Context: an optimization exercise on an open-source flow, tuned for small area. The choices shown serve that exercise and are no tape-out recipe.
RTL that was checked went through simulation tests only; none was proved equivalent to the original.
The RTL of runs 1 and 4 was laid out without a check of its function.
Power and IR drop assume default switching activity.

==> design/flow/design.v <==
`timescale 1ns / 1ps
module PUF_FSM (
    input  wire         clock,
    input  wire         reset,
    input  wire         start,
    input  wire         puf_request,
    input  wire         wdone,       
    input  wire         puf_out,     
    input  wire [11:0]  dm1,         
    input  wire [15:0]  row,         
    input  wire [15:0]  col,         
    output wire         done,
    output wire [255:0] crp,
    output wire [11:0]  oc,
    output reg  [3:0]   sel1,
    output reg  [3:0]   sel2,
    output reg  [3:0]   rng1,
    output reg  [3:0]   rng2
);
    reg  [1:0] st;
    reg        idx8;
    wire s0 = (st == 2'd0);
    wire s1 = (st == 2'd1);
    wire s2 = (st == 2'd2);
    wire s3 = (st == 2'd3);
    wire run = st[0];
    assign done = s2;
    reg [5:0] cnt;      
    reg [5:0] ones;     
    reg [11:0] pd;      
    reg [11:0] d0;      
    reg [10:0] md;      
    wire eq = (sel1 == sel2);
    wire last = s1 ? (cnt[5] & cnt[4] & cnt[1]) : (cnt[2] & cnt[0]);
    wire pe = run & wdone & (last | eq);           
    always @(posedge clock, posedge reset) begin
        if (reset) begin
            st   <= 2'd0;
            sel1 <= 4'd0;
            sel2 <= 4'd0;
        end else begin
            case (st)
                2'd0: if (start) st <= 2'd1;
                2'd1: if (idx8) st <= 2'd2;
                2'd2: if (puf_request) st <= 2'd3;
                2'd3: if (idx8) st <= 2'd2;
            endcase
            if (s0 | idx8) begin
                sel1 <= 4'd0;
                sel2 <= 4'd0;
            end else if (pe) begin
                {sel1, sel2} <= {sel1, sel2} + 8'd1;
            end
        end
    end
    always @(posedge clock)
        idx8 <= ~s0 & ~idx8 & pe & (&{sel1, sel2});
    always @(posedge clock) begin
        if (!run | pe) begin
            cnt  <= 6'd0;
            ones <= 6'd0;
        end else if (wdone) begin
            cnt  <= cnt + 6'd1;
            ones <= ones + {5'd0, puf_out};
        end
    end
    wire [11:0] cd = pd - d0;
    assign oc = cd;
    always @(posedge clock, posedge reset) begin
        if (reset) begin
            pd <= 12'd0;
            d0 <= 12'd0;
        end else if (s0 | (s1 & pe)) begin
            pd <= 12'd0;
            d0 <= 12'd0;
        end else if (s1 & wdone) begin
            pd <= dm1;
            if (cnt == 6'd0)
                d0 <= dm1;
        end
    end
    wire close = puf_out ? (dm1[11:1] == 11'd0) : ((&dm1[11:2]) & (dm1[1] ^ dm1[0]));
    wire [10:0] cabs = cd[10:0] ^ {11{cd[11]}};
    wire setrng = s1 & pe & ~eq & close & (cabs >= md);
    always @(posedge clock) begin
        if (s0)
            md <= 11'd0;
        else if (setrng)
            md <= cabs;
    end
    always @(posedge clock, posedge reset) begin
        if (reset) begin
            rng1 <= 4'd0;
            rng2 <= 4'd1;
        end else if (setrng) begin
            rng1 <= sel2;
            rng2 <= sel1;
        end
    end
    wire good = (ones > 6'd45) | (ones < 6'd5);
    wire resp = (ones >= 6'd3);
    genvar i, j;
    wire wg = s1 & pe & good;
    wire wr = s3 & pe & resp;
    wire clrcrp = s2 & puf_request;
    wire [255:0] pg, cr;
    generate
        for (i = 0; i < 16; i = i + 1) begin : g_row
            for (j = 0; j < 16; j = j + 1) begin : g_col
                if (i == j) begin : g_diag
                    assign pg[16*i+j] = 1'b0;
                    assign cr[16*i+j] = 1'b0;
                end else begin : g_bit
                    reg g, c;
                    always @(posedge clock) begin
                        if (s0)
                            g <= 1'b0;
                        else if (wg & row[i] & col[j])
                            g <= 1'b1;
                    end
                    always @(posedge clock) begin
                        if (clrcrp)
                            c <= 1'b0;
                        else if (wr & row[i] & col[j] & g)
                            c <= 1'b1;
                    end
                    assign pg[16*i+j] = g;
                    assign cr[16*i+j] = c;
                end
            end
        end
    endgenerate
    assign crp = cr;
endmodule
`timescale 1ns / 1ps
`default_nettype none
module ro_puf_ctrl (
    input  wire         clock,
    input  wire         reset,
    input  wire         enable,
    input  wire         puf_request,
    input  wire [3:0]   select1,
    input  wire [3:0]   select2,
    input  wire [191:0] counter_outs,
    output wire         puf_out,
    output wire         done,
    output wire [255:0] crp,
    output wire [11:0]  oc,
    output wire [3:0]   sel1,
    output wire [3:0]   sel2,
    output wire [3:0]   rng1,
    output wire [3:0]   rng2,
    output wire         ro_enable,
    output wire         ro_reset,
    output wire         cnt_enable,
    output wire         cnt_reset
);
    reg [5:0] cc;
    always @(posedge clock, posedge reset)
        if (reset) cc <= 6'd0;
        else if (enable) cc <= cc + 6'd1;
    wire wdone = &cc;
    wire [3:0] s1 = sel1 | (select1 & {4{done}});
    wire [3:0] s2 = sel2 | (select2 & {4{done}});
    wire [15:0] h1, h2;
    genvar i;
    generate
        for (i = 0; i < 16; i = i + 1) begin : g_dec
            assign h1[i] = (s1 == i);
            assign h2[i] = (s2 == i);
        end
    endgenerate
    reg [11:0] a, b;
    integer k;
    always @(*) begin
        a = 12'd0;
        b = 12'd0;
        for (k = 0; k < 16; k = k + 1) begin
            a = a | (counter_outs[12*k +: 12] & {12{h1[k]}});
            b = b | (counter_outs[12*k +: 12] & {12{h2[k]}});
        end
    end
    wire [12:0] sum = {1'b0, a} + {1'b0, ~b};    
    assign puf_out = a > b;
    PUF_FSM fsm (
        .clock(clock), .reset(reset), .start(enable), .puf_request(puf_request),
        .wdone(wdone), .puf_out(puf_out), .dm1(sum[11:0]), .row(h1), .col(h2),
        .done(done), .crp(crp), .oc(oc), .sel1(sel1), .sel2(sel2),
        .rng1(rng1), .rng2(rng2));
    assign cnt_enable = ~wdone;
    assign cnt_reset  = (cc == 6'd2) | reset;
    assign ro_enable  = (enable & (cc > 6'd2)) | done;
    assign ro_reset   = reset | ((cc <= 6'd2) & ~done);
endmodule
`default_nettype wire
==> design/flow/flow/run.sh <==
#!/bin/bash
# Standard layout (the standard.sh), with these changes:
#  - port buffers are buf_1 cells;
#  - the clock tree uses small clock buffers and no dummy loads;
#  - after global routing, gates off the critical paths are downsized.
set -o pipefail
export BUFFER_PORTS_ARGS="-buffer_cell sky130_fd_sc_hd__buf_1"
export CTS_ARGS="-sink_clustering_enable -repair_clock_nets -dont_use_dummy_load -buf_list sky130_fd_sc_hd__clkbuf_4 -sink_clustering_size 9 -sink_clustering_max_diameter 60"
export RECOVER_POWER=100
bash standard.sh > standard.log 2>&1
==> design/flow/standard.sh <==
#!/bin/bash
# synth_recipe.tcl (not shown) runs the flow's synth.tcl, then flattens the netlist and writes it again
# the make line also repeats each setting of config.mk as NAME=value (left out here)
make -C /OpenROAD-flow-scripts/flow DESIGN_CONFIG=/design/flow/config.mk WORK_HOME=/design/flow/orfs CLKGATE_MAP_FILE= SYNTH_SCRIPT=/design/flow/synth_recipe.tcl "${@:-finish}"
==> design/flow/config.mk <==
export PLATFORM = sky130hd
export DESIGN_NAME = ro_puf_ctrl
export DESIGN_NICKNAME = ro_puf_ctrl
export VERILOG_FILES = /design/flow/design.v
export SDC_FILE = /design/flow/constraint.sdc
export NUM_CORES = 4
export LEC_CHECK = 0
export CAP_MARGIN = 20
export CORE_MARGIN = 2
export CORE_UTILIZATION = 60
export SLEW_MARGIN = 20
==> design/flow/constraint.sdc <==
create_clock -name core_clock -period 12.0 [get_ports {clock}]
set_input_delay 2.4000 -clock core_clock [delete_from_list [all_inputs] [get_ports {clock}]]
set_output_delay 2.4000 -clock core_clock [all_outputs]
set_load 0.01 [all_outputs]
==> results by group, run 1 <==
Outcome
  – Outcome: complete, but fails checks
  – Failed Checks: capacitance limit, slew limit

Clock network
  – Max clock buf depth: 3
  – CTS resizes: 0
  – TritonCTS buffer count: between 70 and 80
  – Clk sinks: around 550
  – Clock Tree Root: clkbuf_4
  – Post-CTS setup buffer count: 0
  – Clk pin slew, worst setup/hold paths: 0.09 ns
  – TritonCTS clock tree: done
  – Htree depth: 3
  – Clock latency (worst-skew pair): ~0.8 ns
  – Cts hold-fix bufs: 0

Yosys
  – Unique cell type count in the Yosys netlist: between 60 and 70
  – Yosys top cell area share: 0.4175
  – #FFs+latches synth: around 550
  – Synth warn: 2
  – Mapped Area: 24170 um2
  – Top cells by area, synth: dfxtp_1 42%, nor2_1 9.3%, buf_4 8.0%
  – Cells after Synth: between 2000 and 3000
  – Ys flop type: dfxtp_1
  – Share of flip-flops with an asynchronous set or reset after synthesis: 0.08696
  – Sequential share of the synthesized area: 0.4672
  – Syn Area/Cell: roughly 8.6 um2
  – Number of flops mapped to enable cells by yosys: 0
  – Synth area leader: dfxtp_1

Drt
  – Vias: 22380
  – Residual DRC count: 0
  – Routed WL per cell: roughly 24 um
  – Final wirelength: 85.19 mm
  – DR pass1 iterations: 6
  – Number of DRC markers in iteration 0: around 2500
  – Antenna Nets Post-Route: 0
  – Routed vias/inst: about 6.4

Floorplanning
  – Die W: roughly 200 um
  – Core area: just under 40000 um2
  – Starting Density: 0.6083
  – Site Rows: 73
  – Die ar.: ~42000 um2
  – Chip Height: around 200 um
  – IO Count: 494

Placement
  – Buffers added on ports: between 400 and 500
  – Setup WS pre-CTS: 2.997 ns
  – Final Wtd Congestion: between 0.9 and 1
  – Final HPWL from detailed placement: a little under 60 mm
  – Placed insts: about 3400

Worst setup path
  – Arr. time, crit path: 7.82 ns
  – R2r setup slk: between 1.5 and 2 ns
  – Reg2Reg Launch Point: fsm.st[1]$_DFFE_PP0P_
  – Slowest cell on crit path: nor2_1
  – CP Cell Sequence: buf_1 > a21o_1 > nand2b_1 > nor2_1 > buf_4 > a22o_1 > a221oi_1 > nand3_1 > nor2_1 > ha_1 > a21oi_1 > o21ai_0 > a22o_1 > o41ai_1 > inv_1 > buf_1
  – Crit path capture type: output port
  – Worst Reg-to-Reg Cells: 5
  – CP top delay family: simple AND/OR/NAND/NOR gates
  – Critical Path RT: between 9 and 10 ns
  – Crit-path max cell delay: around 1.5 ns
  – Critical Path Fanout Max: 22
  – End of the worst register-to-register path: fsm.g_row[14].g_col[0].g_bit.g$_SDFFE_PP0P_
  – Worst path bufs/invs: 4
  – CP Class: in2out
  – Crit start category: input pin

Pwr
  – PD cells: between 150 and 200 nW/um2
  – Max VDD drop: between 0.00015 and 0.0002 V
  – Leakage: around 10 nW

Timing
  – Period utilization: 0.8514
  – Slew at the pin closest to its max-slew limit: ~4.8 ns
  – Setup TNS: 0 ns
  – Min Clock Period, post-route: between 10 and 15 ns
  – Pins Over Slew Limit: between 300 and 400
  – RSZ-0062 raised after global routing: no
  – # setup viols final: 0
  – Setup ws final: 1.783 ns
  – Final hold vios: 0
  – Fmax: 97.88 MHz
  – Clock Skew: approximately 0.084 ns
  – Slew HR: -2.171

Cells and area
  – Commonest non-fill, non-tap cell in the layout: nor2_1
  – P&R area growth vs syn: 3.339%
  – Nets@finish: about 3200
  – Final non-filler cell total: approximately 3500
  – Commonest non-fill, non-tap cells in the layout: 580 x nor2_1, 504 x dfxtp_1, 464 x buf_1
  – Fraction of layout cells with a size suffix above 1: 0.05101

GRT
  – Global Route met1 Usage: 0.4948
  – GR Layer Usage met2: 0.6088
  – Initial antenna violation count: 5
  – Met3 Usage GRT: 0.1203
  – First-pass GRT wire length: 125.8 mm
  – Largest net degree at the start of global routing: around 100
  – Vias in the first global route: 21270
  – Overflow after GRT: 0
  – All-Layer GR Usage: 0.3921
  – Most Crowded Layer GR: met2

Run
  – Max_cap viols: 6

Min path
  – Worst Hold Path Cells: 2
  – Hold path endpoint: fsm.g_row[3].g_col[8].g_bit.c$_SDFFE_PP0P_
  – Worst hold start: fsm.g_row[3].g_col[8].g_bit.g$_SDFFE_PP0P_
  – HP Class: reg2reg
==> cells by family (layout without fill, tap and decap cells) <==
kind of cell	Yosys count	count (layout)	synth area share
adder cells (fa/ha/maj)	44	44	0.02340
XOR/XNOR	61	61	0.02267
flip-flops	552	552	0.4672
buffers and inverters	495	644	0.1186
other	1	19	0.0001552
AND/OR/NAND/NOR	845	845	0.1469
multiplexers	22	22	0.009577
AO/OA/AOI/OAI	796	796	0.2115
==> worst max-delay path by stage <==
| stage | start | endpoint | slack [ns] | depth (start not counted) |
|---|---|---|---|---|
| floorplan | select1[3] | puf_out | 4.42 | 14 |
| global placement | select2[3] | puf_out | 3.06 | 16 |
| detailed placement | select2[3] | puf_out | 3.00 | 16 |
| CTS | select2[3] | puf_out | 2.98 | 16 |
| global route | fsm.st[1]$_DFFE_PP0P_ | fsm.g_row[11].g_col[10].g_bit.g$_SDFFE_PP0P_ | 1.46 | 5 |
| finish | select2[3] | puf_out | 1.78 | 16 |
==> flip-flops by register name, indices dropped and copies added (netlist names) <==
name,count
fsm.idx8,1
fsm.rng2,4
fsm.rng1,4
fsm.g_row.g_col.g_bit.c,240
fsm.md,11
fsm.pd,12
fsm.sel2,4
fsm.ones,6
fsm.cnt,6
fsm.g_row.g_col.g_bit.g,240
cc,6
fsm.sel1,4
fsm.st,2
fsm.d0,12
==> final cells by class <==
| cell class | instances | area, um2 |
|---|---|---|
| Timing Repair Buffer | 529 | 2132 |
| Inverter | 42 | 158.9 |
| Multi-Input combinational cell | 1784 | 10180 |
| Fill cell | 3602 | 14760 |
| Sequential cell | 552 | 11290 |
| Clock buffer | 73 | 548.0 |
| Tap cell | 525 | 656.9 |
| Antenna cell | 3 | 7.507 |
==> power by group <==
part / internal, mW / switching (mW) / total [mW]
clock: 0.280 / 0.587 / 0.867
combinational: 0.616 / 0.929 / 1.54
sequential: 1.89 / 0.0498 / 1.94
==> layer usage <==
| layer | vias to the layer above | share of wire |
|---|---|---|
| met1 | 10750 | 0.38 |
| met4 | 4 | 0.049 |
| met2 | 1374 | 0.45 |
| li1 | 9958 | - |
| met3 | 296 | 0.12 |
| met5 | - | 0.00029 |
==> synth_stat cells, types with 4 or more instances <==
cell	number
a211oi_1	10
a21o_1	12
a21oi_1	264
a221oi_1	54
a22o_1	54
a22oi_1	89
a31oi_1	245
and2_1	6
and3_1	7
and4_1	8
buf_1	18
buf_2	29
buf_4	257
clkbuf_1	148
dfrtp_1	47
dfxtp_1	504
ha_1	42
inv_1	42
mux2_1	5
mux2_2	4
mux2i_1	13
nand2_1	98
nand2b_1	14
nand3_1	26
nand4_1	35
nor2_1	601
nor2b_1	12
nor3_1	7
nor4_1	7
o211ai_1	4
o21a_1	7
o21ai_0	27
o31ai_1	12
or2_2	8
or3_1	4
or4_1	5
xnor2_1	34
xor2_1	26
==> worst reg2reg max path: stages (launching register included) <==
cell and delay, ns:
dfrtp_1 0.53, nor2_1 0.92, clkbuf_1 1.29, clkbuf_1 3.45, clkbuf_1 3.28, nor2_1 0.26
==> through the flow <==
| stage | instance area, um2 | util | power [mW] | hold WS (ns) |
|---|---|---|---|---|
| after floorplan | 24230 | - | 3.081 | 0.4208 |
| after global placement | 24460 | 0.6156 | 3.464 | 0.4455 |
| after detailed placement | 24480 | 0.6162 | 3.509 | 0.4517 |
| after CTS | 25030 | 0.6300 | 4.358 | 0.4521 |
| after global routing | 24980 | 0.6286 | 4.598 | 0.4937 |
| final | 24980 | 0.6286 | 4.353 | 0.4580 |
==> inputs of run 2 (changes only) <==
--- a/design/flow/design.v
+++ b/design/flow/design.v
@@ -181,7 +181,7 @@
         end
     end
     wire [12:0] sum = {1'b0, a} + {1'b0, ~b};    
-    assign puf_out = a > b;
+    assign puf_out = sum[12];
     PUF_FSM fsm (
         .clock(clock), .reset(reset), .start(enable), .puf_request(puf_request),
         .wdone(wdone), .puf_out(puf_out), .dm1(sum[11:0]), .row(h1), .col(h2),
==> design/flow/flow/run.sh (replaced) <==
#!/bin/bash
# Standard layout (the standard.sh), with these changes:
#  - port buffers are buf_1 cells;
#  - the clock tree uses small clock buffers and no dummy loads.
set -o pipefail
export BUFFER_PORTS_ARGS="-buffer_cell sky130_fd_sc_hd__buf_1"
export CTS_ARGS="-sink_clustering_enable -repair_clock_nets -dont_use_dummy_load -buf_list sky130_fd_sc_hd__clkbuf_4 -sink_clustering_size 9 -sink_clustering_max_diameter 60"
bash standard.sh > standard.log 2>&1
==> run 2 against run 1 <==
Effect of this change: the run now finishes clean; largest power group unchanged; sequential share of layout area grew 0.13 points; sequential cell count is the same; critical endpoint unchanged; count of clock-buffer cells in the layout is the same; worst hold slack lost 0.019 ns; fmax grew 14%; highest routed layer unchanged; non-clock buffer count shrank 15; cell area shrank 0.29%; die area is essentially flat; clock power shrank 0.7%.
==> results by group, run 2 <==
Yosys
  – Synth warn: 2 (unchanged)
  – Synth area leader: dfxtp_1 (unchanged)
  – Unique cell type count in the Yosys netlist: 80 (was 64)
  – Yosys top cell area share: 0.4173 (was 0.4175)
  – Commonest cells in the netlist: 586 x nor2_1, 504 x dfxtp_1, 266 x buf_4, 264 x a21oi_1, 241 x a31oi_1 (was 601 x nor2_1, 504 x dfxtp_1, 264 x a21oi_1, 257 x buf_4, 245 x a31oi_1)
  – Number of flops mapped to enable cells by yosys: 0 (unchanged)
  – Mapped Area: 24180 um2 (was 24170 um2)
  – Cells after Synth: 2774 (was 2816)
  – #FFs+latches synth: 552 (unchanged)
  – Share of flip-flops with an asynchronous set or reset after synthesis: 0.08696 (unchanged)
  – Most common cell in the netlist: nor2_1 (unchanged)
  – Sequential share of the synthesized area: 0.4671 (was 0.4672)
  – Ys flop type: dfxtp_1 (unchanged)
  – Syn Area/Cell: 8.715 um2 (was 8.583 um2)
  – Top cells by area, synth: dfxtp_1 42%, nor2_1 9.1%, buf_4 8.3% (was dfxtp_1 42%, nor2_1 9.3%, buf_4 8.0%)

Cells and area
  – Filler cells: 3556 (was 3602)
  – P&R area growth vs syn: 3.012% (was 3.339%)
  – Largest registers: fsm.g_row.g_col.g_bit.c x240, fsm.g_row.g_col.g_bit.g x240 (unchanged)
  – Fin area: 24900 um2 (was 24980 um2)
  – Register area: 11290 um2 (unchanged)
  – Area of the multi-input gates: 10170 um2 (was 10180 um2)
  – Commonest non-fill, non-tap cell in the layout: nor2_1 (unchanged)
  – Fraction of layout cells with a size suffix above 1: 0.06194 (was 0.05101)
  – Core Util, Final: 0.6268 (was 0.6286)
  – Nets@finish: 3171 (was 3230)
  – Commonest non-fill, non-tap cells in the layout: 561 x nor2_1, 504 x dfxtp_1, 477 x buf_1 (was 580 x nor2_1, 504 x dfxtp_1, 464 x buf_1)

Timing
  – Period utilization: 0.7470 (was 0.8514)
  – Setup TNS: 0 ns (unchanged)
  – Fmax: 111.6 MHz (was 97.88 MHz)
  – Final hold vios: 0 (unchanged)
  – Clock Skew: 0.08782 ns (was 0.08359 ns)
  – Slew HR: 0.1145 (was -2.171)
  – Min Hold Slack: 0.4392 ns (was 0.4580 ns)
  – Min Clock Period, post-route: 8.964 ns (was 10.22 ns)
  – RSZ-0062 raised after global routing: no (unchanged)
  – Pins Over Slew Limit: 0 (was 326)
  – # setup viols final: 0 (unchanged)
  – Slew at the pin closest to its max-slew limit: 1.328 ns (was 4.757 ns)

Pwr
  – Sw Pwr: 1.389 mW (was 1.565 mW)
  – Pwr Total: 4.108 mW (was 4.353 mW)
  – Pint: 2.720 mW (was 2.787 mW)
  – Logic pwr share: 0.320 (was 0.355)
  – Leakage: 10.31 nW (was 10.34 nW)
  – Clock Power Share: 0.209 (was 0.199)
  – Sequential Power Share: 0.470 (was 0.446)
  – PD cells: 165.0 nW/um2 (was 174.3 nW/um2)
  – Sw Ratio: 0.3381 (was 0.3596)
  – Max VDD drop: 0.0001260 V (was 0.0001833 V)

Worst setup path
  – Crit start category: input pin (unchanged)
  – Critical Path RT: 9.60 ns (about the same)
  – Crit path capture type: output port (unchanged)
  – R2r setup slk: 5.29 ns (was 1.99 ns)
  – CP Class: in2out (unchanged)
  – Critical Path Fanout Max: 26 (was 22)
  – Arr. time, crit path: 6.56 ns (was 7.82 ns)

GRT
  – Largest net degree at the start of global routing: 241 (was 102)
  – Global Route met1 Usage: 0.5079 (was 0.4948)
  – Vias in the first global route: 20850 (was 21270)
  – Overflow after GRT: 0 (unchanged)
  – Met3 Usage GRT: 0.1182 (was 0.1203)
  – All-Layer GR Usage: 0.4002 (was 0.3921)
  – Most Crowded Layer GR: met2 (unchanged)
  – First-pass GRT wire length: 127.6 mm (was 125.8 mm)
  – GR Layer Usage met2: 0.6239 (was 0.6088)
  – Initial antenna violation count: 3 (was 5)

Floorplanning
  – IO Count: 494 (unchanged)
  – Die W: 204.7 um (about the same)
  – Die ar.: 41910 um2 (was 41900 um2)
  – Starting Density: 0.6085 (was 0.6083)
  – Chip Height: 204.7 um (about the same)
  – Core area: 39730 um2 (unchanged)
  – Site Rows: 73 (unchanged)

Drt
  – Routed vias/inst: 6.441 (was 6.379)
  – Residual DRC count: 0 (unchanged)
  – Vias: 22220 (was 22380)
  – Number of DRC markers in iteration 0: 2833 (was 2467)
  – Final wirelength: 86.72 mm (was 85.19 mm)
  – DR pass1 iterations: 12 (was 6)
  – Routed WL per cell: 25.13 um (was 24.28 um)
  – Antenna Nets Post-Route: 0 (unchanged)

Clock network
  – Clk pin slew, worst setup/hold paths: 0.10 ns (was 0.09 ns)
  – Clock latency (worst-skew pair): 0.78 ns (about the same)
  – Clock Tree Root: clkbuf_4 (unchanged)
  – Max clock buf depth: 3 (unchanged)
  – Htree depth: 3 (unchanged)
  – TritonCTS buffer count: 73 (unchanged)
  – Cts hold-fix bufs: 0 (unchanged)
  – Clk sinks: 552 (unchanged)
  – CTS resizes: 0 (unchanged)
  – TritonCTS clock tree: done (unchanged)
  – Post-CTS setup buffer count: 0 (unchanged)

Placement
  – Final HPWL from detailed placement: 60.16 mm (was 57.79 mm)
  – Dpl cell area: 24330 um2 (was 24480 um2)
  – Buffers added on ports: 477 (unchanged)
  – Final Wtd Congestion: 1.037 (was 0.9934)

Run
  – Max_cap viols: 0 (was 6)

Outcome
  – Outcome: timing/DRC/antenna clean (was complete, but fails checks)

Min path
  – HP Class: reg2reg (unchanged)
-- run 2: changes by cell type in the layout (fill, tap and decap cells not counted), moves of 6 or more --
cell,before,now
a221oi_1,54,0
a222oi_1,0,48
a22o_1,54,7
a22oi_1,89,121
clkbuf_1,26,0
nor2_2,6,28
nor2_1,580,561
nand2_1,98,80
buf_1,464,477
xnor2_1,34,24
nand2b_1,14,23
xnor3_1,1,9
o31ai_1,12,5
and4_1,8,14
-- run 2: cell type report --
cell class / instances / share of cell area
antenna: 3 / 0.0003014
tap: 525 / 0.02638
inverter: 39 / 0.005928
clock buffer: 73 / 0.02201
multi-input combinational: 1744 / 0.4084
sequential: 552 / 0.4534
timing repair buffer: 514 / 0.08355
-- run 2: power by group through the flow --
stage                     combinational, mW  sequential, mW  clock (mW)
after global routing                   1.44            1.94       0.936
after CTS                              1.29            1.93       0.871
after floorplan                       0.931            1.96           0
final                                  1.32            1.93       0.861
after global placement                 1.25            1.97           0
after detailed placement               1.28            1.97           0
-- run 2: stage by stage --
step | setup slack [ns] | instances
CTS | 3.180 | 3446
global placement | 3.263 | 3373
floorplan | 4.297 | 2789
global route | 2.885 | 3449
finish | 3.036 | 3450
detailed placement | 3.179 | 3373
-- run 2: kinds of logic after synthesis --
family	after synthesis	synth area share
AO/OA/AOI/OAI	774	0.2060
AND/OR/NAND/NOR	833	0.1481
multiplexers	23	0.009988
other	1	0.0001551
flip-flops	552	0.4671
adder cells (fa/ha/maj)	43	0.02288
XOR/XNOR	55	0.02505
buffers and inverters	493	0.1207
-- run 2: final timing paths --
| check | startpoint | depth (start not counted) | end |
|---|---|---|---|
| min reg2reg | fsm.g_row[3].g_col[6].g_bit.g$_SDFFE_PP0P_ | 2 | fsm.g_row[3].g_col[6].g_bit.c$_SDFFE_PP0P_ |
| max in group asynchronous | reset | 2 | fsm.d0[11]$_DFFE_PP0P_ |
| max reg2reg | fsm.st[0]$_DFFE_PP0P_ | 19 | fsm.rng1[0]$_DFFE_PP0P_ |
| min | fsm.g_row[3].g_col[6].g_bit.g$_SDFFE_PP0P_ | 2 | fsm.g_row[3].g_col[6].g_bit.c$_SDFFE_PP0P_ |
| max | select2[2] | 18 | puf_out |
| min in group asynchronous | reset | 2 | fsm.rng1[2]$_DFFE_PP0P_ |
-- run 2: critical path, cell delays in order --
cell and delay [ns]:
buf_1 0.15, a21o_1 0.21, nand2b_1 0.34, nor2_4 0.58, buf_4 0.52, a22oi_1 0.16, nand4_1 0.10, nor2_1 0.07
ha_1 0.23, fa_1 0.42, a21o_1 0.23, a221oi_4 0.38, o21ai_0 0.14, a21oi_1 0.19, o21bai_1 0.08, nand2_1 0.07
nand2_1 0.09, buf_1 0.18
-- run 2: layer usage --
metal  vias to the layer above  share of wire
li1                       9809              -
met1                     10690           0.39
met2                      1412           0.44
met3                       311           0.12
met4                         2          0.053
met5                         -        0.00010
==> inputs of run 3 (changes only) <==
--- a/design/flow/config.mk
+++ b/design/flow/config.mk
@@ -5,7 +5,7 @@
 export SDC_FILE = /design/flow/constraint.sdc
 export NUM_CORES = 4
 export LEC_CHECK = 0
-export CAP_MARGIN = 20
+export CAP_MARGIN = 10
 export CORE_MARGIN = 2
 export CORE_UTILIZATION = 60
-export SLEW_MARGIN = 20
+export SLEW_MARGIN = 10
==> run 3 against run 2 <==
Effect of this change: non-clock buffer count is 1 higher; power shrank 0.27%; worst setup slack lost 0.069 ns; cell count unchanged; core utilization barely moved; still clean on timing, DRC and antenna; critical path depth unchanged; register-to-register slack worse by 0.04 ns; worst hold slack improved by 0.029 ns; synthesized cell count unchanged; combinational power is essentially flat; first-iteration DRC count is 1.1% lower; highest routed layer is now met4; sequential power barely moved.
==> results by group, run 3 <==
Outcome
  – Outcome: timing/DRC/antenna clean (unchanged)

Floorplanning
  – Core area: 39730 um2 (unchanged)
  – Die ar.: 41910 um2 (unchanged)
  – IO Count: 494 (unchanged)
  – Starting Density: 0.6085 (unchanged)
  – Site Rows: 73 (unchanged)
  – Die W: 204.7 um (unchanged)
  – Chip Height: 204.7 um (unchanged)

Drt
  – Final wirelength: 86.91 mm (was 86.72 mm)
  – Routed WL per cell: 25.19 um (was 25.13 um)
  – Vias: 22260 (was 22220)
  – Residual DRC count: 0 (unchanged)
  – DR pass1 iterations: 11 (was 12)
  – Number of DRC markers in iteration 0: 2801 (was 2833)
  – Antenna Nets Post-Route: 0 (unchanged)
  – Routed vias/inst: 6.452 (was 6.441)

Timing
  – Clock Skew: 0.07905 ns (was 0.08782 ns)
  – Fmax: 110.7 MHz (was 111.6 MHz)
  – RSZ-0062 raised after global routing: no (unchanged)
  – Period utilization: 0.7527 (was 0.7470)
  – Slew at the pin closest to its max-slew limit: 1.274 ns (was 1.328 ns)
  – Slew HR: 0.1475 (was 0.1145)
  – Min Clock Period, post-route: 9.032 ns (was 8.964 ns)
  – # setup viols final: 0 (unchanged)
  – Final hold vios: 0 (unchanged)
  – Pins Over Slew Limit: 0 (unchanged)
  – Setup TNS: 0 ns (unchanged)

Yosys
  – Commonest cells in the netlist: 586 x nor2_1, 504 x dfxtp_1, 266 x buf_4, 264 x a21oi_1, 241 x a31oi_1 (unchanged)
  – Ys flop type: dfxtp_1 (unchanged)
  – Top cells by area, synth: dfxtp_1 42%, nor2_1 9.1%, buf_4 8.3% (unchanged)
  – Synth area leader: dfxtp_1 (unchanged)
  – Share of flip-flops with an asynchronous set or reset after synthesis: 0.08696 (unchanged)
  – Cells after Synth: 2774 (unchanged)
  – Sequential share of the synthesized area: 0.4671 (unchanged)
  – Syn Area/Cell: 8.715 um2 (unchanged)
  – Number of flops mapped to enable cells by yosys: 0 (unchanged)
  – #FFs+latches synth: 552 (unchanged)
  – Synth warn: 2 (unchanged)
  – Mapped Area: 24180 um2 (unchanged)
  – Most common cell in the netlist: nor2_1 (unchanged)
  – Yosys top cell area share: 0.4173 (unchanged)
  – Unique cell type count in the Yosys netlist: 80 (unchanged)

Worst setup path
  – Critical Path Fanout Max: 26 (unchanged)
  – Critical path depth in cells: 18 (unchanged)
  – Slowest cell on crit path: nor2_4 (unchanged)
  – End of the worst register-to-register path: fsm.rng1[3]$_DFFE_PP0P_ (was fsm.rng1[0]$_DFFE_PP0P_)
  – Arr. time, crit path: 6.63 ns (was 6.56 ns)
  – Setup crit end: puf_out (unchanged)
  – Crit start category: input pin (unchanged)
  – CP top delay family: compound AO/OA/AOI/OAI gates (unchanged)
  – Crit-path max cell delay: 0.61 ns (was 0.58 ns)
  – Reg2Reg Launch Point: fsm.st[0]$_DFFE_PP0P_ (unchanged)
  – R2r setup slk: 5.25 ns (was 5.29 ns)
  – Worst Reg-to-Reg Cells: 19 (unchanged)
  – Critical Path RT: 9.60 ns (about the same)
  – CP Cell Sequence: buf_1 > a21o_1 > nand2b_1 > nor2_4 > buf_4 > a22oi_1 > nand4_1 > nor2_1 > ha_1 > fa_1 > a21o_1 > a221oi_4 > o21ai_0 > a21oi_1 > o21bai_1 > nand2_1 > nand2_1 > buf_1 (unchanged)
  – Worst Setup SP: select2[2] (unchanged)
  – Worst path bufs/invs: 3 (unchanged)
  – CP Class: in2out (unchanged)
  – Crit path capture type: output port (unchanged)

Pwr
  – Sw Ratio: 0.3378 (was 0.3381)
  – Max VDD drop: 0.0001257 V (was 0.0001260 V)
  – Clock Power Share: 0.207 (was 0.209)
  – Sequential Power Share: 0.472 (was 0.470)
  – Sw Pwr: 1.384 mW (was 1.389 mW)
  – Pint: 2.713 mW (was 2.720 mW)
  – PD cells: 164.6 nW/um2 (was 165.0 nW/um2)
  – Leakage: 10.31 nW (about the same)
  – Logic pwr share: 0.322 (was 0.320)

Placement
  – Buffers added on ports: 477 (unchanged)
  – Final Wtd Congestion: 1.037 (unchanged)
  – Final HPWL from detailed placement: 60.33 mm (was 60.16 mm)

Clock network
  – Clock Tree Root: clkbuf_4 (unchanged)
  – Cts hold-fix bufs: 0 (unchanged)
  – Max clock buf depth: 3 (unchanged)
  – Post-CTS setup buffer count: 0 (unchanged)
  – Clk sinks: 552 (unchanged)
  – Clk pin slew, worst setup/hold paths: 0.10 ns (about the same)
  – TritonCTS buffer count: 71 (was 73)
  – Htree depth: 3 (unchanged)
  – Clock latency (worst-skew pair): 0.78 ns (about the same)
  – CTS resizes: 0 (unchanged)
  – TritonCTS clock tree: done (unchanged)

Cells and area
  – Core Util, Final: 0.6265 (was 0.6268)
  – Fraction of layout cells with a size suffix above 1: 0.05991 (was 0.06194)
  – P&R area growth vs syn: 2.965% (was 3.012%)
  – Commonest non-fill, non-tap cell in the layout: nor2_1 (unchanged)
  – Nets@finish: 3170 (was 3171)
  – Largest registers: fsm.g_row.g_col.g_bit.c x240, fsm.g_row.g_col.g_bit.g x240 (unchanged)
  – Commonest non-fill, non-tap cells in the layout: 566 x nor2_1, 504 x dfxtp_1, 477 x buf_1 (was 561 x nor2_1, 504 x dfxtp_1, 477 x buf_1)

Min path
  – HP Class: reg2reg (unchanged)
  – Worst hold start: fsm.md[8]$_SDFFE_PP0P_ (was fsm.g_row[3].g_col[6].g_bit.g$_SDFFE_PP0P_)

GRT
  – Vias in the first global route: 20860 (was 20850)
  – First-pass GRT wire length: 127.8 mm (was 127.6 mm)
  – Initial antenna violation count: 4 (was 3)
  – Overflow after GRT: 0 (unchanged)
  – All-Layer GR Usage: 0.4007 (was 0.4002)
  – Largest net degree at the start of global routing: 241 (unchanged)

Run
  – Max_cap viols: 0 (unchanged)
[run 3: cell counts after synthesis]
No cell type changed its count.
[run 3: area by class of cell]
class / count / area (um2)
diodes: 4 / 10.01
clock buffers: 71 / 533.0
fillers: 3519 / 14840
inverters: 39 / 146.4
multi-input cells: 1744 / 10160
flip-flops and latches: 552 / 11290
well taps: 525 / 656.9
repair buffers: 515 / 2096
[run 3: metrics by stage]
stage,hold slack [ns],power [mW],setup slack [ns],cell area (um2),std cells
finish,0.4687,4.098,2.968,24890,3450
global route,0.4865,4.307,2.897,24890,3450
CTS,0.4681,4.085,3.160,24880,3446
detailed placement,0.4525,3.252,3.165,24340,3375
global placement,0.4442,3.215,3.263,24320,3373
floorplan,0.4208,2.889,4.297,24230,2789
[run 3: worst min-delay path: stages, from the launching register on]
cell and delay, ns:
dfxtp_1 0.32, nand2_1 0.05, mux2i_1 0.05
[run 3: cell families (layout without fill, tap and decap cells)]
logic type	Yosys count	in the layout	share of synthesized area
fa+ha+maj	43	43	0.02288
compound gates	774	774	0.2060
xor+xnor	55	55	0.02505
flops	552	552	0.4671
simple gates	833	833	0.1481
other cells	1	20	0.0001551
mux	23	23	0.009988
buf+inv	493	625	0.1207
[run 3: worst min-delay path by stage]
stage	to	slack [ns]	cells after the start
finish	fsm.md[8]$_SDFFE_PP0P_	0.47	2
CTS	fsm.md[8]$_SDFFE_PP0P_	0.47	2
detailed placement	fsm.g_row[10].g_col[6].g_bit.c$_SDFFE_PP0P_	0.45	2
global route	fsm.md[8]$_SDFFE_PP0P_	0.49	2
global placement	fsm.md[8]$_SDFFE_PP0P_	0.44	2
floorplan	fsm.st[0]$_DFFE_PP0P_	0.42	1
[run 3: routing by layer]
layer  vias to the layer above  global-route usage  share of wire
met2                      1411              0.6216           0.45
met1                     10740              0.5100           0.38
met4                         0              0.1900          0.050
met3                       307              0.1219           0.12
li1                       9801                   -              -
met5                         -                   0              0
[run 3: power by group through the flow]
| stage | Combinational (mW) | Clock, mW | Sequential [mW] |
|---|---|---|---|
| floorplan | 0.931 | 0 | 1.96 |
| global placement | 1.25 | 0 | 1.97 |
| detailed placement | 1.28 | 0 | 1.97 |
| CTS | 1.30 | 0.858 | 1.93 |
| global route | 1.44 | 0.927 | 1.94 |
| finish | 1.32 | 0.848 | 1.93 |
==> inputs of run 4 (changes only) <==
--- a/design/flow/design.v
+++ b/design/flow/design.v
@@ -65,17 +65,12 @@
         end
     end
     wire [11:0] cd = pd - d0;
-    assign oc = cd;
-    always @(posedge clock, posedge reset) begin
-        if (reset) begin
-            pd <= 12'd0;
-            d0 <= 12'd0;
-        end else if (s0 | (s1 & pe)) begin
-            pd <= 12'd0;
-            d0 <= 12'd0;
-        end else if (s1 & wdone) begin
+    wire cnt0 = (cnt == 6'd0);
+    assign oc = (s1 & ~cnt0) ? cd : 12'd0;
+    always @(posedge clock) begin
+        if (s1 & wdone) begin
             pd <= dm1;
-            if (cnt == 6'd0)
+            if (cnt0)
                 d0 <= dm1;
         end
     end
--- a/design/flow/config.mk
+++ b/design/flow/config.mk
@@ -5,7 +5,7 @@
 export SDC_FILE = /design/flow/constraint.sdc
 export NUM_CORES = 4
 export LEC_CHECK = 0
-export CAP_MARGIN = 10
+export CAP_MARGIN = 20
 export CORE_MARGIN = 2
 export CORE_UTILIZATION = 60
-export SLEW_MARGIN = 10
+export SLEW_MARGIN = 20
==> run 4 against run 3 <==
Effect of this change: worst hold slack worse by 0.028 ns; wire length down 1.6%; synthesized area fell by 0.33%; sequential power barely moved; power down 20%; clock skew increased by 0.061 ns; worst setup slack worse by 0.15 ns; cell area is 0.33% higher; critical path type unchanged; largest cell class unchanged.
==> results by group, run 4 <==
Placement
  – Final Wtd Congestion: 1.032 (was 1.037)
  – Dpl cell area: 24370 um2 (was 24340 um2)
  – Buffers added on ports: 477 (unchanged)
  – Final HPWL from detailed placement: 59.57 mm (was 60.33 mm)
  – Placed insts: 3360 (was 3375)

Yosys
  – Synth warn: 2 (unchanged)
  – Post-synthesis adder-cell area fraction: 0.02295 (was 0.02288)
  – Synth Area in Compound Gates: 0.2080 (was 0.2060)
  – Unique cell type count in the Yosys netlist: 72 (was 80)
  – Xor/xnor cell area share of the yosys netlist: 0.02181 (was 0.02505)
  – Syn Area/Cell: 8.791 um2 (was 8.715 um2)
  – Ys flop type: dfxtp_1 (unchanged)
  – Mux cell area share after synthesis: 0.007841 (was 0.009989)
  – Yosys top cell area share: 0.4187 (was 0.4173)
  – Commonest cells in the netlist: 602 x nor2_1, 504 x dfxtp_1, 274 x buf_4, 258 x a21oi_1, 245 x a31oi_1 (was 586 x nor2_1, 504 x dfxtp_1, 266 x buf_4, 264 x a21oi_1, 241 x a31oi_1)
  – Top cells by area, synth: dfxtp_1 42%, nor2_1 9.4%, buf_4 8.5% (was dfxtp_1 42%, nor2_1 9.1%, buf_4 8.3%)
  – Share of flip-flops with an asynchronous set or reset after synthesis: 0.04348 (was 0.08696)
  – Post-Synth Simple-Gate Area: 0.1454 (was 0.1481)
  – Mapped Area: 24100 um2 (was 24180 um2)
  – Cells after Synth: 2741 (was 2774)
  – Sequential share of the synthesized area: 0.4736 (was 0.4671)
  – Number of flops mapped to enable cells by yosys: 24 (was 0)
  – Combinational family with the most area after synthesis: compound AO/OA/AOI/OAI gates (unchanged)
  – Synth area leader: dfxtp_1 (unchanged)
  – Most common cell in the netlist: nor2_1 (unchanged)
  – #FFs+latches synth: 552 (unchanged)

Clock network
  – Clk sinks: 552 (unchanged)
  – Htree depth: 3 (unchanged)
  – TritonCTS buffer count: 73 (was 71)
  – TritonCTS clock tree: done (unchanged)
  – Clk pin slew, worst setup/hold paths: 0.11 ns (was 0.10 ns)
  – Clock Tree Root: clkbuf_4 (unchanged)
  – Post-CTS setup buffer count: 0 (unchanged)
  – Clock latency (worst-skew pair): 0.81 ns (was 0.78 ns)
  – CTS resizes: 0 (unchanged)
  – Max clock buf depth: 3 (unchanged)
  – Cts hold-fix bufs: 0 (unchanged)

Min path
  – Worst hold start: fsm.g_row[1].g_col[14].g_bit.g$_SDFFE_PP0P_ (was fsm.md[8]$_SDFFE_PP0P_)
  – Worst Hold Path Cells: 2 (unchanged)
  – Hold path endpoint: fsm.g_row[1].g_col[14].g_bit.c$_SDFFE_PP0P_ (was fsm.md[8]$_SDFFE_PP0P_)
  – HP Class: reg2reg (unchanged)

Timing
  – Period utilization: 0.7655 (was 0.7527)
  – Clock Skew: 0.1397 ns (was 0.07905 ns)
  – Final hold vios: 0 (unchanged)
  – Min Clock Period, post-route: 9.186 ns (was 9.032 ns)
  – Slew HR: 0.2188 (was 0.1475)
  – # setup viols final: 0 (unchanged)
  – RSZ-0062 raised after global routing: no (unchanged)
  – Fmax: 108.9 MHz (was 110.7 MHz)
  – Min Hold Slack: 0.4407 ns (was 0.4687 ns)
  – Setup TNS: 0 ns (unchanged)
  – Slew at the pin closest to its max-slew limit: 1.167 ns (was 1.274 ns)
  – Pins Over Slew Limit: 0 (unchanged)

Drt
  – DR pass1 iterations: 9 (was 11)
  – Number of DRC markers in iteration 0: 2401 (was 2801)
  – Routed vias/inst: 6.412 (was 6.452)
  – Final wirelength: 85.53 mm (was 86.91 mm)
  – Residual DRC count: 0 (unchanged)
  – Vias: 22060 (was 22260)
  – Antenna Nets Post-Route: 0 (unchanged)
  – Routed WL per cell: 24.86 um (was 25.19 um)

Worst setup path
  – R2r setup slk: 5.36 ns (was 5.25 ns)
  – Reg2Reg Launch Point: fsm.st[0]$_DFFE_PP0P_ (unchanged)
  – Worst path bufs/invs: 3 (unchanged)
  – Critical Path Fanout Max: 23 (was 26)
  – CP top delay family: simple AND/OR/NAND/NOR gates (was compound AO/OA/AOI/OAI gates)
  – Slowest cell on crit path: nor2_4 (unchanged)
  – Arr. time, crit path: 6.79 ns (was 6.63 ns)
  – CP Class: in2out (unchanged)
  – Worst Reg-to-Reg Cells: 19 (unchanged)
  – Critical Path RT: 9.60 ns (about the same)
  – CP Cell Sequence: buf_1 > a21o_1 > nand2b_1 > nor2_4 > buf_4 > a22oi_1 > nand4_1 > nor2_1 > ha_1 > fa_1 > a21oi_2 > o211ai_2 > o41ai_2 > and2b_1 > o21ai_0 > nand2b_1 > buf_1 (was buf_1 > a21o_1 > nand2b_1 > nor2_4 > buf_4 > a22oi_1 > nand4_1 > nor2_1 > ha_1 > fa_1 > a21o_1 > a221oi_4 > o21ai_0 > a21oi_1 > o21bai_1 > nand2_1 > nand2_1 > buf_1)
  – Crit path capture type: output port (unchanged)
  – End of the worst register-to-register path: fsm.rng1[0]$_DFFE_PP0P_ (was fsm.rng1[3]$_DFFE_PP0P_)
  – Crit-path max cell delay: 0.68 ns (was 0.61 ns)
  – Crit start category: input pin (unchanged)

GRT
  – All-Layer GR Usage: 0.3954 (was 0.4007)
  – Overflow after GRT: 0 (unchanged)
  – Largest net degree at the start of global routing: 96 (was 241)
  – Vias in the first global route: 20650 (was 20860)
  – First-pass GRT wire length: 125.7 mm (was 127.8 mm)
  – Initial antenna violation count: 7 (was 4)

Floorplanning
  – Site Rows: 73 (unchanged)
  – Starting Density: 0.6079 (was 0.6085)
  – Core area: 39640 um2 (was 39730 um2)
  – IO Count: 494 (unchanged)
  – Chip Height: 204.4 um (was 204.7 um)
  – Die W: 204.4 um (was 204.7 um)
  – Die ar.: 41780 um2 (was 41910 um2)

Pwr
  – PD cells: 130.5 nW/um2 (was 164.6 nW/um2)
  – Leakage: 10.16 nW (was 10.31 nW)
  – Max VDD drop: 0.00008405 V (was 0.0001257 V)
  – Pwr Total: 3.258 mW (was 4.098 mW)

Cells and area
  – Filler cells: 3531 (was 3519)
  – Commonest non-fill, non-tap cell in the layout: nor2_1 (unchanged)
  – Final non-filler cell total: 3440 (was 3450)
  – Commonest non-fill, non-tap cells in the layout: 572 x nor2_1, 504 x dfxtp_1, 477 x buf_1 (was 566 x nor2_1, 504 x dfxtp_1, 477 x buf_1)
  – Fin area: 24980 um2 (was 24890 um2)
  – Fraction of layout cells with a size suffix above 1: 0.06256 (was 0.05991)
  – P&R area growth vs syn: 3.650% (was 2.965%)
  – Nets@finish: 3158 (was 3170)
  – Largest registers: fsm.g_row.g_col.g_bit.c x240, fsm.g_row.g_col.g_bit.g x240 (unchanged)

Outcome
  – Outcome: timing/DRC/antenna clean (unchanged)

Run
  – Max_cap viols: 0 (unchanged)
-- run 4: changes by cell type after synthesis, sizes merged, moves of 14 or more --
cell    before  now
edfxtp       0   24
dfrtp       47   23
buf        319  300
a221oi       1   58
a222oi      48    0
a22oi      121   78
a22o         7   58
nand2       80   59
nand4       32   46
-- run 4: kinds of logic after synthesis --
group / after synthesis
compound gates: 777
xor+xnor: 49
fa+ha+maj: 43
buf+inv: 486
flops: 552
mux: 18
other cells: 1
simple gates: 815
-- run 4: per-layer routing --
layer,vias up,part of all wire,GRT usage
li1,9760,-,-
met3,274,0.12,0.1138
met1,10590,0.38,0.5036
met4,2,0.048,0.1894
met5,-,0.00020,0
met2,1435,0.45,0.6176
-- run 4: layout make-up --
cell class	instances	area, um2	share of cell area
clock buffer	73	548.0	0.02194
sequential	552	11410	0.4569
timing repair buffer	525	2166	0.08672
multi-input combinational	1718	10020	0.4013
tap	525	656.9	0.02630
inverter	41	153.9	0.006162
antenna	6	15.01	0.0006012
-- run 4: worst max path at each step --
stage	to	from	depth (start not counted)
after floorplan	puf_out	select1[0]	15
after global placement	puf_out	select2[3]	17
after detailed placement	puf_out	select2[3]	17
after CTS	puf_out	select2[3]	17
after global routing	puf_out	select2[3]	17
final	puf_out	select2[3]	17
-- run 4: tightest hold or removal path: cells and delay by family, from the launching register on --
family / cells / cell delay [ns]
flops: 1 / 0.34
compound gates: 1 / 0.07
simple gates: 1 / 0.08
-- run 4: stage by stage --
step	utilization	worst slack (ns)
floorplan	-	4.188
global placement	0.6139	3.021
CTS	0.6285	2.904
detailed placement	0.6147	2.927
finish	0.6300	2.814
global route	0.6300	2.736
-- run 4: power breakdown --
group          internal [mW]  switching (mW)  leakage, nW
Sequential              1.88          0.0247         4.59
Clock                  0.280           0.581        0.336
Combinational          0.170           0.320         5.24

## what the ideal ports hide
Ports are ideal in the flow. The routed layouts listed here were re-timed in OpenROAD.
Step 1 sets driving cells, clkbuf_16 on the clock port and buf_2 on the other inputs (assumed; they add their load-dependent delay and slew).
Step 2 times the ports against the registers' clock, not the clock port: input delays grow and output delays shrink by t, the midpoint of the rising clock arrivals with the driver on.
Three values: ideal ports, drivers, drivers and shift; two values: the first two.
run | t (ns) | setup WS [ns] | latest minus earliest clock arrival (ns) | worst slew at a driven data input, ns | cell pins on the clock port's net
run 1 | 0.795 | 1.783 / 1.750 / 1.529 | 0.093 / 0.093 | 0.11 | 1
run 2 | 0.794 | 3.036 / 3.004 / 3.004 | 0.100 / 0.100 | 0.12 | 1
run 3 | 0.795 | 2.968 / 2.931 / 2.931 | 0.079 / 0.079 | 0.10 | 1
run 4 | 0.795 | 2.814 / 2.785 / 2.785 | 0.141 / 0.142 | 0.19 | 1
For run 1, which loses most, drivers alone change the setup slack by -0.033 ns; drivers and shift together by -0.254 ns.
